Context: an optimization exercise on an open-source flow, tuned for small area, a short achievable clock period and few clock cycles. The choices shown serve that exercise and are no tape-out recipe.
In this exercise RTL edits were held to simulation tests only and were not proved equivalent to the original.
Power and IR drop assume default switching activity.

`config.mk`:
```
export PLATFORM = sky130hd
export DESIGN_NAME = cpu
export DESIGN_NICKNAME = cpu
export VERILOG_FILES = /design/flow/design.v
export SDC_FILE = /design/flow/constraint.sdc
export NUM_CORES = 4
export LEC_CHECK = 0
export CAP_MARGIN = 20
export CORE_MARGIN = 2
export CORE_UTILIZATION = 40
export CTS_BUF_LIST = sky130_fd_sc_hd__clkbuf_8
export CTS_CLUSTER_DIAMETER = 50
export CTS_CLUSTER_SIZE = 16
export SETUP_SLACK_MARGIN = 2.5
export SLEW_MARGIN = 20
export SYNTH_HIERARCHICAL = 1
export TNS_END_PERCENT = 0
```
`constraint.sdc`:
```
create_clock -name core_clock -period 5.5 [get_ports {clk}]
set_input_delay 1.1000 -clock core_clock [delete_from_list [all_inputs] [get_ports {clk}]]
set_output_delay 1.1000 -clock core_clock [all_outputs]
set_load 0.01 [all_outputs]
```
`design.v`:
```
module Instruction_Decoder(
  input        pend,
  input  [2:0] in_n, in_m,    
  input  [2:0] ir_n, ir_m,    
  input        en_n, en_m,    
  input  [7:0] busy,          
  input        wr,            
  input  [2:0] wa,            
  output [7:0] sel_n, sel_m,  
  output       fwd_n, fwd_m   
);
wire [7:0] dn = pend ? (8'd1 << ir_n) : (8'd1 << in_n);
wire [7:0] dm = pend ? (8'd1 << ir_m) : (8'd1 << in_m);
selgate gn(.a(dn), .b(~busy & {8{en_n}}), .y(sel_n));
selgate gm(.a(dm), .b(~busy & {8{en_m}}), .y(sel_m));
assign fwd_n = en_n & wr & (pend ? (ir_n == wa) : (in_n == wa));
assign fwd_m = en_m & wr & (pend ? (ir_m == wa) : (in_m == wa));
endmodule
module selgate(
  input  [7:0] a, b,
  output [7:0] y
);
assign y = a & b;
endmodule
module shifter #(parameter W = 16) (
  input  [W-1:0] cy,
  input  [W-1:0] t,
  input  [W-1:0] d,
  output [W-1:0] y
);
assign y = d ^ (cy & t);
endmodule
module ALU(
  input  [15:0] p,       
  input  [15:0] g,       
  input         inv,     
  input         invo,    
  input         a15,     
  input         is_and,  
  input         wc,      
  input         cmp,     
  input  [15:0] c,       
  input  [2:0]  nvz,     
  output [15:0] res,     
  output [15:0] out_n,   
  output [2:0]  nvz_n    
);
wire [14:0] ng1, g2, ng3, g4;
wire [14:2] np1;
wire [14:4] p2;
wire [14:8] np3;
ks_l0 l0(.g(g[14:0]), .p(p[14:0]), .ng(ng1), .np(np1));
ks_l1 l1(.ng(ng1), .np(np1), .g(g2), .p(p2));
ks_l2 l2(.g(g2), .p(p2), .ng(ng3), .np(np3));
ks_l3 l3(.ng(ng3), .np(np3), .g(g4));
wire [15:0] cy = {g4, 1'b0};
wire [15:0] r0 = is_and ? g : (p ^ {16{inv}});
wire [15:0] o0 = wc ? (is_and ? g : (p ^ {16{invo}})) : c;
shifter fr(.cy(cy), .t({16{~is_and}}), .d(r0), .y(res));
shifter fo(.cy(cy), .t({16{wc & ~is_and}}), .d(o0), .y(out_n));
wire n0 = cmp ? ~p[15] : nvz[2];
wire v0 = cmp ? p[15] & (~p[15] ^ a15) : nvz[1];
shifter #(2) fnv(.cy({2{cy[15]}}), .t({cmp, cmp & p[15]}), .d({n0, v0}),
                 .y(nvz_n[2:1]));
assign nvz_n[0] = cmp ? &p : nvz[0];
endmodule
module ks_l0(
  input  [14:0] g, p,
  output [14:0] ng,    
  output [14:2] np     
);
assign ng = {~(g[14:1] | (p[14:1] & g[13:0])), ~g[0]};
assign np = ~(p[14:2] & p[13:1]);
endmodule
module ks_l1(
  input  [14:0] ng,
  input  [14:2] np,
  output [14:0] g,
  output [14:4] p
);
assign g = {~(ng[14:2] & (np[14:2] | ng[12:0])), ~ng[1:0]};
assign p = ~(np[14:4] | np[12:2]);
endmodule
module ks_l2(
  input  [14:0] g,
  input  [14:4] p,
  output [14:0] ng,
  output [14:8] np
);
assign ng = {~(g[14:4] | (p[14:4] & g[10:0])), ~g[3:0]};
assign np = ~(p[14:8] & p[10:4]);
endmodule
module ks_l3(
  input  [14:0] ng,
  input  [14:8] np,
  output [14:0] g
);
assign g = {~(ng[14:8] & (np[14:8] | ng[6:0])), ~ng[7:0]};
endmodule
module cpu(clk,reset,s,load,in,out,N,V,Z,w);
input clk, reset, s, load;
input [15:0] in;
output [15:0] out;
output N, V, Z, w;
reg [15:0] ir;
reg [15:0] R [0:7];
reg pending;
always @(posedge clk) begin
  if (load) ir <= in;
  pending <= s & ~load & ~reset;
end
wire [15:0] ins = pending ? ir : in;
wire [2:0] opcode = ins[15:13];
wire [1:0] op = ins[12:11];
wire [2:0] rn = ins[10:8];
wire [2:0] rd = ins[7:5];
wire [1:0] sh = ins[4:3];
wire [2:0] rm = ins[2:0];
wire go = ((s & load) | pending) & ~reset;
wire is_movi = (opcode == 3'b110) & (op == 2'b10);
wire is_mov  = (opcode == 3'b110) & (op == 2'b00);
wire is_alu  = (opcode == 3'b101);
wire is_cmp  = is_alu & (op == 2'b01);
wire is_and  = is_alu & (op == 2'b10);
wire writes_c = is_mov | (is_alu & (op != 2'b01));
wire use_a   = is_alu & (op != 2'b11);    
wire inv     = is_alu & op[0];
reg [15:0] p2, g2;
reg a15_2, inv2, inv2o, and2, wr2, wc2, cmp2;
reg [2:0] wa2;
reg [15:0] c;
reg [2:0] nvz;
wire [15:0] res, out_n;
wire [2:0] nvz_n;
wire [7:0] busy = {8{wr2}} & (8'd1 << wa2);
wire [7:0] sel_n, sel_m;
wire fwd_n, fwd_m;
Instruction_Decoder dec(.pend(pending), .in_n(in[10:8]), .in_m(in[2:0]),
  .ir_n(ir[10:8]), .ir_m(ir[2:0]), .en_n(1'b1), .en_m(1'b1), .busy(busy), .wr(wr2), .wa(wa2),
  .sel_n(sel_n), .sel_m(sel_m), .fwd_n(fwd_n), .fwd_m(fwd_m));
reg [15:0] a, bs;
integer k;
always @(*) begin
  a  = {16{fwd_n}} & res;
  bs = {16{fwd_m}} & res;
  for (k = 0; k < 8; k = k + 1) begin
    a  = a  | ({16{sel_n[k]}} & R[k]);
    bs = bs | ({16{sel_m[k]}} & R[k]);
  end
end
wire sh_n = ~is_movi & (sh == 2'b00);    
wire sh_l = ~is_movi & (sh == 2'b01);    
wire sh_r = ~is_movi & sh[1];            
wire sh_a = ~is_movi & (sh == 2'b11);    
wire [15:0] b = ({16{sh_n}} & bs) | ({16{sh_l}} & {bs[14:0], 1'b0}) |
                ({16{sh_r}} & {1'b0, bs[15:1]}) | {sh_a & bs[15], 15'd0};
wire [15:0] imm = {{8{ins[7]}}, ins[7:0]};
wire [15:0] x0 = is_movi ? imm : {16{inv}};
wire [15:0] x1 = is_movi ? imm : {16{use_a ^ inv}};
reg  [15:0] x;
always @(*)
  for (k = 0; k < 16; k = k + 1)
    x[k] = a[k] ? x1[k] : x0[k];
always @(posedge clk) begin
  p2    <= x ^ b;
  g2    <= x & b;
  a15_2 <= a[15];
  inv2  <= inv;
  inv2o <= inv;    
  and2  <= is_and;
  wr2   <= go & (is_movi | writes_c);
  wc2   <= go & writes_c;
  cmp2  <= go & is_cmp;
  wa2   <= is_movi ? rn : rd;
end
ALU alu(.p(p2), .g(g2), .inv(inv2), .invo(inv2o), .a15(a15_2), .is_and(and2), .wc(wc2),
        .cmp(cmp2), .c(c), .nvz(nvz), .res(res), .out_n(out_n), .nvz_n(nvz_n));
always @(posedge clk) begin
  if (wr2) R[wa2] <= res;
  c   <= out_n;
  nvz <= nvz_n;
end
assign out = out_n;
assign {N, V, Z} = nvz_n;
assign w = ~pending;
endmodule
```
`flow/run.sh`:
```
#!/bin/bash
# The standard layout, with plain buffers (rather than the delay cells
# buffer_ports picks by default) on the input and output ports.
set -euo pipefail
bash standard.sh BUFFER_PORTS_ARGS="-buffer_cell sky130_fd_sc_hd__buf_2" finish > standard.log 2>&1
```
`standard.sh`:
```
#!/bin/bash
# synth_recipe.tcl (not shown) runs the flow's synth.tcl, then flattens the netlist and writes it again
# the make line also repeats each setting of config.mk as NAME=value (left out here)
make -C /OpenROAD-flow-scripts/flow DESIGN_CONFIG=/design/flow/config.mk WORK_HOME=/design/flow/orfs CLKGATE_MAP_FILE= SYNTH_SCRIPT=/design/flow/synth_recipe.tcl "${@:-finish}"
```
==> run summary <==
per-module statistics from Yosys (local to each module, per instance), a selection:
module	flip-flops and latches	cells
ALU	0	138
Instruction_Decoder	0	58
cpu	205	610
ks_l0	0	28
ks_l1	0	26
ks_l2	0	22
ks_l3	0	15
selgate	0	8
shifter	0	32
worst paths after layout:
check             startpoint        endpoint  slack [ns]  depth (start not counted)
max reg2reg  pending$_DFF_P_  p2[14]$_DFF_P_        2.34                          8
min           nvz[0]$_DFF_P_  nvz[0]$_DFF_P_        0.47                          1
max          pending$_DFF_P_  p2[14]$_DFF_P_        2.34                          8
min reg2reg   nvz[0]$_DFF_P_  nvz[0]$_DFF_P_        0.47                          1
registers in the layout, indices dropped and copies added (netlist names), 3 cells and up:
signal / cells
R: 128
c: 16
g2: 16
ir: 16
p2: 16
nvz: 3
wa2: 3
where the power goes:
group / leakage [nW] / internal, mW / total, mW / switching, mW
sequential: 1.83 / 1.89 / 1.99 / 0.101
combinational: 2.33 / 0.365 / 0.947 / 0.582
clock: 0.309 / 0.536 / 1.22 / 0.682
total: 4.47 / 2.79 / 4.15 / 1.37
layout by cell type, fill, tap and decap left out, drive strengths merged, types with 36 or more instances in the layout:
cell type	instances
edfxtp	144
o21ai	50
nand2	85
nor2	36
a22oi	91
xnor2	57
nand3	37
dfxtp	61
buf	76
inv	46
a21oi	43
cell type report:
class | instances | area share, %
multi-input combinational | 705 | 41.5
sequential | 205 | 45.0
clock inverter | 19 | 1.69
inverter | 35 | 1.08
clock buffer | 28 | 3.09
tap | 335 | 3.37
timing repair buffer | 76 | 4.19
timing repair inverter | 1 | 0.0402
layer usage:
metal,GRT usage [%],routed length (microns),vias to the layer above
li1,-,-,3859
met1,29.5,12900,3981
met2,35.1,14600,461
met3,3.69,2830,108
met4,9.26,1030,0
met5,0,0,-
per-stage QoR:
| stage | total power, mW | hold WS, ns | instances |
|---|---|---|---|
| 2_1_floorplan | 2.53 | 0.474 | 999 |
| 3_3_place_gp | 2.80 | 0.441 | 1334 |
| 3_5_place_dp | 2.81 | 0.445 | 1334 |
| 4_1_cts | 4.14 | 0.475 | 1400 |
| 5_1_grt | 4.36 | 0.492 | 1404 |
| 6_report | 4.15 | 0.469 | 1404 |
cell families after synthesis:
group                    Yosys count  share of synthesized area (%)
AND/OR/NAND/NOR                  272                           13.0
flip-flops                       205                           52.0
adder cells (fa/ha/maj)           16                           1.88
XOR/XNOR                          73                           5.99
AO/OA/AOI/OAI                    295                           20.1
multiplexers                      29                           3.39
buffers and inverters             89                           3.64
other                              2                         0.0704
repair_timing:
action                     CTS  global route
gates cloned                 0             1
pin swaps                   12             5
gates resized for setup     90            34
setup endpoints to repair   52            51
setup buffers               19             3
hold buffers                 0             0
==> results.toml <==
[timing]
grt_setup_unrepaired = "yes"
final-setup-viol-count = 0
post-route-period-util_pct = 57.5
timing.fmax_mhz = 316
worst_pin_slew_ns = 0.962
setup_ws_ns = 2.34
finClkSkew_ns = 0.0517
slew_violations = 0
max-slew-margin-rel_pct = 35.4
hold_viol = 0
tns_ns = 0
finalCriticalPeriod_ns = 3.16

[place]
placement.io_buffers = 39
place.detailed.hpwl_microns = 20400
placed_cell_area_sq_um = 11200
post_placement_setup_slack_ns = 1.84
gp_congestion = 0.902

[logic_synthesis]
ys_warn_count = 7
synth_async_sr_flop_share_pct = 0
synth_edf_count = 144
post_synth.cell_area_avg_sq_um = 10.9
synth.top_cells.by_area = "sky130_fd_sc_hd__edfxtp_1, sky130_fd_sc_hd__dfxtp_1, sky130_fd_sc_hd__a22oi_1"
synth.most_common_cell = "sky130_fd_sc_hd__edfxtp_1"
yosys_most_used_dff = "sky130_fd_sc_hd__edfxtp_1"
yosys.area.top_type = "sky130_fd_sc_hd__edfxtp_1"
post_synth_inst_count = 981
synth.cells.most_frequent = "sky130_fd_sc_hd__edfxtp_1, sky130_fd_sc_hd__a22oi_1, sky130_fd_sc_hd__nand2_1"
syn-cell-area_sq_um = 10700
synth.top_cell.area_share_pct = 40.5
yosysUniqueCellTypes = 59
yosys_register_bits = 205
sequential_to_total_area_share_from_yosys_stat_pct = 52.0

[setup_path]
endpoint_kind = "flip-flop"
worstPathMaxFanout = 16
cp.required_ns = 5.96
critPathTopFamily = "simple AND/OR/NAND/NOR gates"
critPathKind = "reg -> reg"
path_common_cell = "sky130_fd_sc_hd__and3_1"
critical_path_arrival_ns = 3.62
cp-start-kind = "flip-flop"
timing.critical_path.buf_inv = 0
critical_path.cell_chain = "mux2i_1 -> and3_1 -> and2_1 -> a22oi_1 -> and3_1 -> a21bo_2 -> nand3_1 -> ha_1"
slowest_stage = "sky130_fd_sc_hd__and2_1"
critical-path-max-stage-delay_ns = 0.76

[layout]
insertedDiodeCount = 0
syn_to_final_growth_pct = 16.8
post-route-util_pct = 47.7
multi_input_area_sq_um = 5170
fillerInstances = 2337
seqCellArea_sq_um = 5610
number_of_nets_in_the_finished_design = 1086
drive_gt1_share_pct = 23.1
final_cell_area_sq_um = 12500

[global_route]
grt_pass1_wl_microns = 47500
track_usage_pct = 21.9
antenna_found_initial = 0
grt_start_max_net_pins = 34
gr-total-overflow = 0
grt_pass1_vias = 8178

[route]
first_iter_violations = 1148
vias_per_cell = 5.99
drtAntennaViolNets = 0
routed_wl_microns = 31400
detailedRoute.firstPassIterationCount = 19
post_drt_wl_per_cell_microns = 22.4
drc_errors = 0
detailroute.via_count = 8409

[floorplanning]
pin_count = 40
floorplan.initialDensity_pct = 40.8
core-area_sq_um = 26100
die_w_microns = 167
floorplan.die.height_microns = 167
std_cell_rows = 59
die_outline_area_sq_um = 28000

[clock_network]
tritoncts = "done"
cts_max_level = 1
numCtsBuffers = 26
cts.sinks = 205
ctsLongestPathBuffers = 3
clock_transition_at_the_registers_of_the_reported_paths_ns = 0.09
clk_root_buffer_cell = "sky130_fd_sc_hd__clkbuf_8"
clock_insertion_delay_worst_skew_ns = 0.59

[power]
cellPowerDensity_nw_per_um2 = 333
worst_ir_drop_on_vdd_uv = 170
p_leak_nw = 4.47

[status]
outcome = "finished clean"

[flow_run]
max-cap-violations = 0

[hold_path]
hp-class = "reg -> reg"
Testbench counts, summed over its fixed seeds: cycles 24,064.

port drivers added, routing unchanged:
The results above use ideal ports. As a check the final layout listed here was re-extracted and re-timed, cells and wires unchanged.
Step 1, drivers: a clkbuf_16 drives clk and a buf_2 each remaining input, both assumed.
Step 2 also shifts input and output timing later by t, the mid clock arrival at the registers, as if the neighbouring blocks saw the same clock.
a / b / c = ideal ports / drivers / drivers and shift; a / b = the first two.
shift t [ns]: 0.611
slack for setup (ns): 2.339 / 2.339 / 1.765
latest minus earliest clock arrival (ns): 0.052 / 0.052
worst register clock-pin slew, ns: 0.10 / 0.10
After both steps setup and hold are still met in this run. The setup slack of this run moves by 0.000 ns with the drivers and by -0.574 ns with both steps.
